This design comes from an exercise in tuning for small area on the open sky130 flow, not from production work. The RTL was checked by simulation tests, not by an equivalence proof against the original design. Power and IR drop assume default switching activity.

==> 11-13: inputs <==
==> flow/design.v (excerpt) <==
module RegisterFile32Bits(DataIn,DataA,DataB,RdAddress1,RdAddress2,WrtAddress,clk,Reset,Wenable);
==> module AOI22, before the edit <==
module AOI22 (A0, S0, A1, S1, Y);
input A0, S0, A1, S1;
output Y;
assign Y = ~((A0 & S0) | (A1 & S1));
endmodule
==> module MuxBit, before the edit <==
module MuxBit (In, Sel, Out);
input [31:0] In;
input [31:0] Sel;
output Out;
wire [10:0] t;
genvar k;
generate
  for (k = 0; k < 10; k = k + 1) begin : g
    AOI222 a (In[3*k], Sel[3*k], In[3*k+1], Sel[3*k+1], In[3*k+2], Sel[3*k+2], t[k]);
  end
endgenerate
AOI22 a10 (In[30], Sel[30], In[31], Sel[31], t[10]);
assign Out = ~&t;
endmodule
==> module Mux32to1, before the edit <==
module Mux32to1 (Regs, Sel, Regout);
input [1023:0] Regs;
input [31:0] Sel;
output [31:0] Regout;
genvar i, j;
generate
  for (i = 0; i < 32; i = i + 1) begin : b
    wire [31:0] col;
    for (j = 0; j < 32; j = j + 1) begin : r
      assign col[j] = Regs[32*j + i];
    end
    MuxBit m (col, Sel, Regout[i]);
  end
endgenerate
endmodule
==> module RegisterFile32Bits, before the edit <==
module RegisterFile32Bits(DataIn,DataA,DataB,RdAddress1,RdAddress2,WrtAddress,clk,Reset,Wenable);
input[31:0]DataIn;
input clk,Reset,Wenable;
input [4:0]RdAddress1,RdAddress2,WrtAddress;
output [31:0]DataA,DataB;
wire [31:0] Load;
wire [31:0] SelA, SelB;
wire [1023:0] Dout;
reg [31:0] Valid;
Fiveto32Decoder uwr (WrtAddress, Wenable, Load);
always @(posedge clk or posedge Reset)
  if (Reset)
    Valid <= 32'b0;
  else
    Valid <= Valid | Load;
genvar i;
generate
  for (i = 0; i < 32; i = i + 1) begin : r
    Register32bit u (DataIn, Dout[32*i +: 32], Load[i], ~Load[i], clk);
  end
endgenerate
Fiveto32Decoder urd1 (RdAddress1, 1'b1, SelA);
Fiveto32Decoder urd2 (RdAddress2, 1'b1, SelB);
Mux32to1 um1 (Dout, SelA & Valid, DataA);
Mux32to1 um2 (Dout, SelB & Valid, DataB);
endmodule
Settings: LEC_CHECK=0, CAP_MARGIN=20, CORE_MARGIN=2, CORE_UTILIZATION=50, SLEW_MARGIN=20, SYNTH_HIERARCHICAL=1, SYNTH_MINIMUM_KEEP_SIZE=0; clock period 7.0 ns.
run.sh (not shown) runs the stock make flow with config.mk's settings and CLKGATE_MAP_FILE= SYNTH_SCRIPT=/design/flow/synth_recipe.tcl, a recipe that flattens the netlist after the stock synthesis.
==> 03-22: changes against 11-13 <==
--- a/flow/design.v
+++ b/flow/design.v
@@ -6,6 +6,17 @@
 generate
   for (i = 0; i < 32; i = i + 1) begin : g
     assign Out[i] = Enable & (Select == i);
+  end
+endgenerate
+endmodule
+module Fiveto32DecoderMasked(Select, Enable, Out);
+input [4:0] Select;
+input [31:0] Enable;
+output [31:0] Out;
+genvar i;
+generate
+  for (i = 0; i < 32; i = i + 1) begin : g
+    assign Out[i] = Enable[i] & (Select == i);
   end
 endgenerate
 endmodule
@@ -33,14 +44,10 @@
 output Y;
 assign Y = ~((A0 & S0) | (A1 & S1) | (A2 & S2));
 endmodule
-module AOI22 (A0, S0, A1, S1, Y);
-input A0, S0, A1, S1;
-output Y;
-assign Y = ~((A0 & S0) | (A1 & S1));
-endmodule
-module MuxBit (In, Sel, Out);
-input [31:0] In;
-input [31:0] Sel;
+module MuxBit (In, Sel, T10, Out);
+input [29:0] In;
+input [29:0] Sel;
+input T10;
 output Out;
 wire [10:0] t;
 genvar k;
@@ -49,7 +56,7 @@
     AOI222 a (In[3*k], Sel[3*k], In[3*k+1], Sel[3*k+1], In[3*k+2], Sel[3*k+2], t[k]);
   end
 endgenerate
-AOI22 a10 (In[30], Sel[30], In[31], Sel[31], t[10]);
+assign t[10] = T10;
 assign Out = ~&t;
 endmodule
 module Mux32to1 (Regs, Sel, Regout);
@@ -63,7 +70,7 @@
     for (j = 0; j < 32; j = j + 1) begin : r
       assign col[j] = Regs[32*j + i];
     end
-    MuxBit m (col, Sel, Regout[i]);
+    MuxBit m (col[29:0], Sel[29:0], ~((col[30] & Sel[30]) | (col[31] & Sel[31])), Regout[i]);
   end
 endgenerate
 endmodule
@@ -88,8 +95,8 @@
     Register32bit u (DataIn, Dout[32*i +: 32], Load[i], ~Load[i], clk);
   end
 endgenerate
-Fiveto32Decoder urd1 (RdAddress1, 1'b1, SelA);
-Fiveto32Decoder urd2 (RdAddress2, 1'b1, SelB);
-Mux32to1 um1 (Dout, SelA & Valid, DataA);
-Mux32to1 um2 (Dout, SelB & Valid, DataB);
+Fiveto32DecoderMasked urd1 (RdAddress1, Valid, SelA);
+Fiveto32DecoderMasked urd2 (RdAddress2, Valid, SelB);
+Mux32to1 um1 (Dout, SelA, DataA);
+Mux32to1 um2 (Dout, SelB, DataB);
 endmodule
==> flow/flow/run.sh (new file) <==
#!/bin/bash
# The standard layout (the standard.sh), with two changes:
# - port buffers are the smallest buffer instead of the resizer's default choice;
# - clock tree synthesis inserts no dummy loads (registers only feed themselves
#   and the outputs, so there is no register-to-register skew to balance).
set -euo pipefail
CTS="-sink_clustering_enable -repair_clock_nets -dont_use_dummy_load"
CTS="$CTS -sink_clustering_size 28 -sink_clustering_max_diameter 100"
CTS="$CTS -buf_list sky130_fd_sc_hd__clkbuf_16"
bash standard.sh \
  "BUFFER_PORTS_ARGS=-buffer_cell sky130_fd_sc_hd__buf_1" \
  "CTS_ARGS=$CTS" \
  finish > standard.log 2>&1
==> flow/standard.sh (new file) <==
#!/bin/bash
# synth_recipe.tcl (not shown) runs the flow's synth.tcl, then flattens the netlist and writes it again
# the make line also repeats each setting of config.mk as NAME=value (left out here)
make -C /OpenROAD-flow-scripts/flow DESIGN_CONFIG=/design/flow/config.mk WORK_HOME=/design/flow/orfs CLKGATE_MAP_FILE= SYNTH_SCRIPT=/design/flow/synth_recipe.tcl "${@:-finish}"
- CAP_MARGIN: 20 -> 0
- CTS_BUF_LIST: unset -> sky130_fd_sc_hd__clkbuf_16
- CTS_CLUSTER_DIAMETER: unset -> 100
- CTS_CLUSTER_SIZE: unset -> 28
- SLEW_MARGIN: 20 -> 0
removed: flow/run.sh
==> 10-26: changes against 11-13 <==
--- a/flow/design.v
+++ b/flow/design.v
@@ -6,6 +6,17 @@
 generate
   for (i = 0; i < 32; i = i + 1) begin : g
     assign Out[i] = Enable & (Select == i);
+  end
+endgenerate
+endmodule
+module Fiveto32DecoderMasked(Select, Enable, Out);
+input [4:0] Select;
+input [31:0] Enable;
+output [31:0] Out;
+genvar i;
+generate
+  for (i = 0; i < 32; i = i + 1) begin : g
+    assign Out[i] = Enable[i] & (Select == i);
   end
 endgenerate
 endmodule
@@ -33,14 +44,10 @@
 output Y;
 assign Y = ~((A0 & S0) | (A1 & S1) | (A2 & S2));
 endmodule
-module AOI22 (A0, S0, A1, S1, Y);
-input A0, S0, A1, S1;
-output Y;
-assign Y = ~((A0 & S0) | (A1 & S1));
-endmodule
-module MuxBit (In, Sel, Out);
-input [31:0] In;
-input [31:0] Sel;
+module MuxBit (In, Sel, T10, Out);
+input [29:0] In;
+input [29:0] Sel;
+input T10;
 output Out;
 wire [10:0] t;
 genvar k;
@@ -49,7 +56,7 @@
     AOI222 a (In[3*k], Sel[3*k], In[3*k+1], Sel[3*k+1], In[3*k+2], Sel[3*k+2], t[k]);
   end
 endgenerate
-AOI22 a10 (In[30], Sel[30], In[31], Sel[31], t[10]);
+assign t[10] = T10;
 assign Out = ~&t;
 endmodule
 module Mux32to1 (Regs, Sel, Regout);
@@ -63,7 +70,7 @@
     for (j = 0; j < 32; j = j + 1) begin : r
       assign col[j] = Regs[32*j + i];
     end
-    MuxBit m (col, Sel, Regout[i]);
+    MuxBit m (col[29:0], Sel[29:0], ~((col[30] & Sel[30]) | (col[31] & Sel[31])), Regout[i]);
   end
 endgenerate
 endmodule
@@ -88,8 +95,8 @@
     Register32bit u (DataIn, Dout[32*i +: 32], Load[i], ~Load[i], clk);
   end
 endgenerate
-Fiveto32Decoder urd1 (RdAddress1, 1'b1, SelA);
-Fiveto32Decoder urd2 (RdAddress2, 1'b1, SelB);
-Mux32to1 um1 (Dout, SelA & Valid, DataA);
-Mux32to1 um2 (Dout, SelB & Valid, DataB);
+Fiveto32DecoderMasked urd1 (RdAddress1, Valid, SelA);
+Fiveto32DecoderMasked urd2 (RdAddress2, Valid, SelB);
+Mux32to1 um1 (Dout, SelA, DataA);
+Mux32to1 um2 (Dout, SelB, DataB);
 endmodule
==> flow/flow/run.sh (new file) <==
#!/bin/bash
# The standard layout (the standard.sh), with two changes:
# - port buffers are the smallest buffer instead of the resizer's default choice;
# - clock tree synthesis inserts no dummy loads (registers only feed themselves
#   and the outputs, so there is no register-to-register skew to balance).
set -euo pipefail
CTS="-sink_clustering_enable -repair_clock_nets -dont_use_dummy_load"
CTS="$CTS -sink_clustering_size 24 -sink_clustering_max_diameter 100"
CTS="$CTS -buf_list sky130_fd_sc_hd__clkbuf_16"
bash standard.sh \
  "BUFFER_PORTS_ARGS=-buffer_cell sky130_fd_sc_hd__buf_1" \
  "CTS_ARGS=$CTS" \
  finish > standard.log 2>&1
==> flow/standard.sh (new file) <==
#!/bin/bash
# synth_recipe.tcl (not shown) runs the flow's synth.tcl, then flattens the netlist and writes it again
# the make line also repeats each setting of config.mk as NAME=value (left out here)
make -C /OpenROAD-flow-scripts/flow DESIGN_CONFIG=/design/flow/config.mk WORK_HOME=/design/flow/orfs CLKGATE_MAP_FILE= SYNTH_SCRIPT=/design/flow/synth_recipe.tcl "${@:-finish}"
- CAP_MARGIN: 20 -> 0
- CTS_BUF_LIST: unset -> sky130_fd_sc_hd__clkbuf_16
- CTS_CLUSTER_DIAMETER: unset -> 100
- CTS_CLUSTER_SIZE: unset -> 24
- SLEW_MARGIN: 20 -> 0
removed: flow/run.sh
==> comparison <==
11-13 finished clean. 03-22 finished clean. 10-26 finished with timing, DRC and antenna clean.
Clock skew is the same in 11-13 and 03-22.
In critical path depth, 11-13 and 10-26 do not differ.
Between 11-13 and 10-26, the lower final area is in 10-26 (gap 9.4%, measured against 10-26).
Power: 03-22 is smaller than 10-26 (1.4%).
In flip-flop and latch count, 11-13 and 10-26 do not differ.
Sequential power is about the same in 10-26 and 03-22.
Count of clock-buffer cells in the layout, lowest first: 03-22, 10-26, 11-13.
Against 03-22, the area after synthesis of 11-13 is higher by 1.3%.
Register-to-register slack is about the same in 10-26 and 03-22.
==> figures <==
Crit-path max FO: 11-13 32; 10-26 17; 03-22 17
Simple logic cell fraction of the synthesized area: 11-13 7.09%; 10-26 6.49%; 03-22 6.49%
Total Wirelength: 11-13 203,000 um; 10-26 191,000 um; 03-22 190,000 um
Reg-to-reg critical path startpoint: 11-13 Valid[13]; 10-26 Valid[26]; 03-22 Valid[8]
Non-clock buffer contribution to total cell area: 11-13 4.86%; 10-26 2.92%; 03-22 2.93%
Wire length per cell: 11-13 41.9 um; 10-26 41.6 um; 03-22 41.7 um
# diodes: 11-13 5; 10-26 11; 03-22 9
Antenna violations before repair: 11-13 25; 10-26 20; 03-22 21
Worst-Skew Late Latency: 11-13 0.68 ns; 10-26 0.67 ns; 03-22 0.65 ns
Power density cells: 11-13 332 mW/mm^2; 10-26 301 mW/mm^2; 03-22 298 mW/mm^2
Critical path destination: 11-13 DataA[28]; 10-26 DataA[19]; 03-22 DataB[8]
Result of the run: 11-13 no timing/DRC/antenna violations; 10-26 no timing/DRC/antenna violations; 03-22 no timing/DRC/antenna violations
Combinational-cell power consumption: 11-13 1640 uW; 10-26 1770 uW; 03-22 1770 uW
Post-placement worst setup slack: 11-13 0.575 ns; 10-26 1.21 ns; 03-22 1.21 ns
Internal power summed over all cells: 11-13 11,700 uW; 10-26 9350 uW; 03-22 9210 uW
# H-tree levels: 11-13 3; 10-26 2; 03-22 2
Origin of the worst setup path: 11-13 RdAddress1[4]; 10-26 RdAddress1[3]; 03-22 RdAddress2[1]
Detail Route met2 WL: 11-13 80,000 um; 10-26 80,100 um; 03-22 80,200 um
Most numerous cell on the critical path: 11-13 clkdlybuf4s50_1; 10-26 buf_1; 03-22 buf_1
Multi-input gate share of the layout cell area: 11-13 40.2%; 10-26 42.5%; 03-22 42.7%

## afterwards: timing with drivers on the ports
How much do the figures lean on ideal ports? The routed layouts below were timed once more, with nothing changed but the port constraints. Step 1, drivers: a clkbuf_16 drives clk and a buf_2 each remaining input, both assumed. Step 2 times the ports against the registers' clock, not the clock port: input delays grow and output delays shrink by t, the midpoint of the rising clock arrivals with the driver on. Slacks: no drivers / after step 1 / after step 2; pairs: no drivers / after step 1.
| run | t, ns | setup WS [ns] | latest minus earliest clock arrival (ns) |
|---|---|---|---|
| 11-13 | 0.760 | 0.326 / 0.297 / 0.297 | 0.032 / 0.033 |
| 03-22 | 0.704 | 0.981 / 0.845 / 0.845 | 0.053 / 0.052 |
| 10-26 | 0.719 | 1.026 / 0.894 / 0.894 | 0.046 / 0.046 |
After both steps setup and hold are still met in every run listed. For 03-22, which loses most, drivers alone change the setup slack by -0.136 ns; drivers and shift together by -0.136 ns.
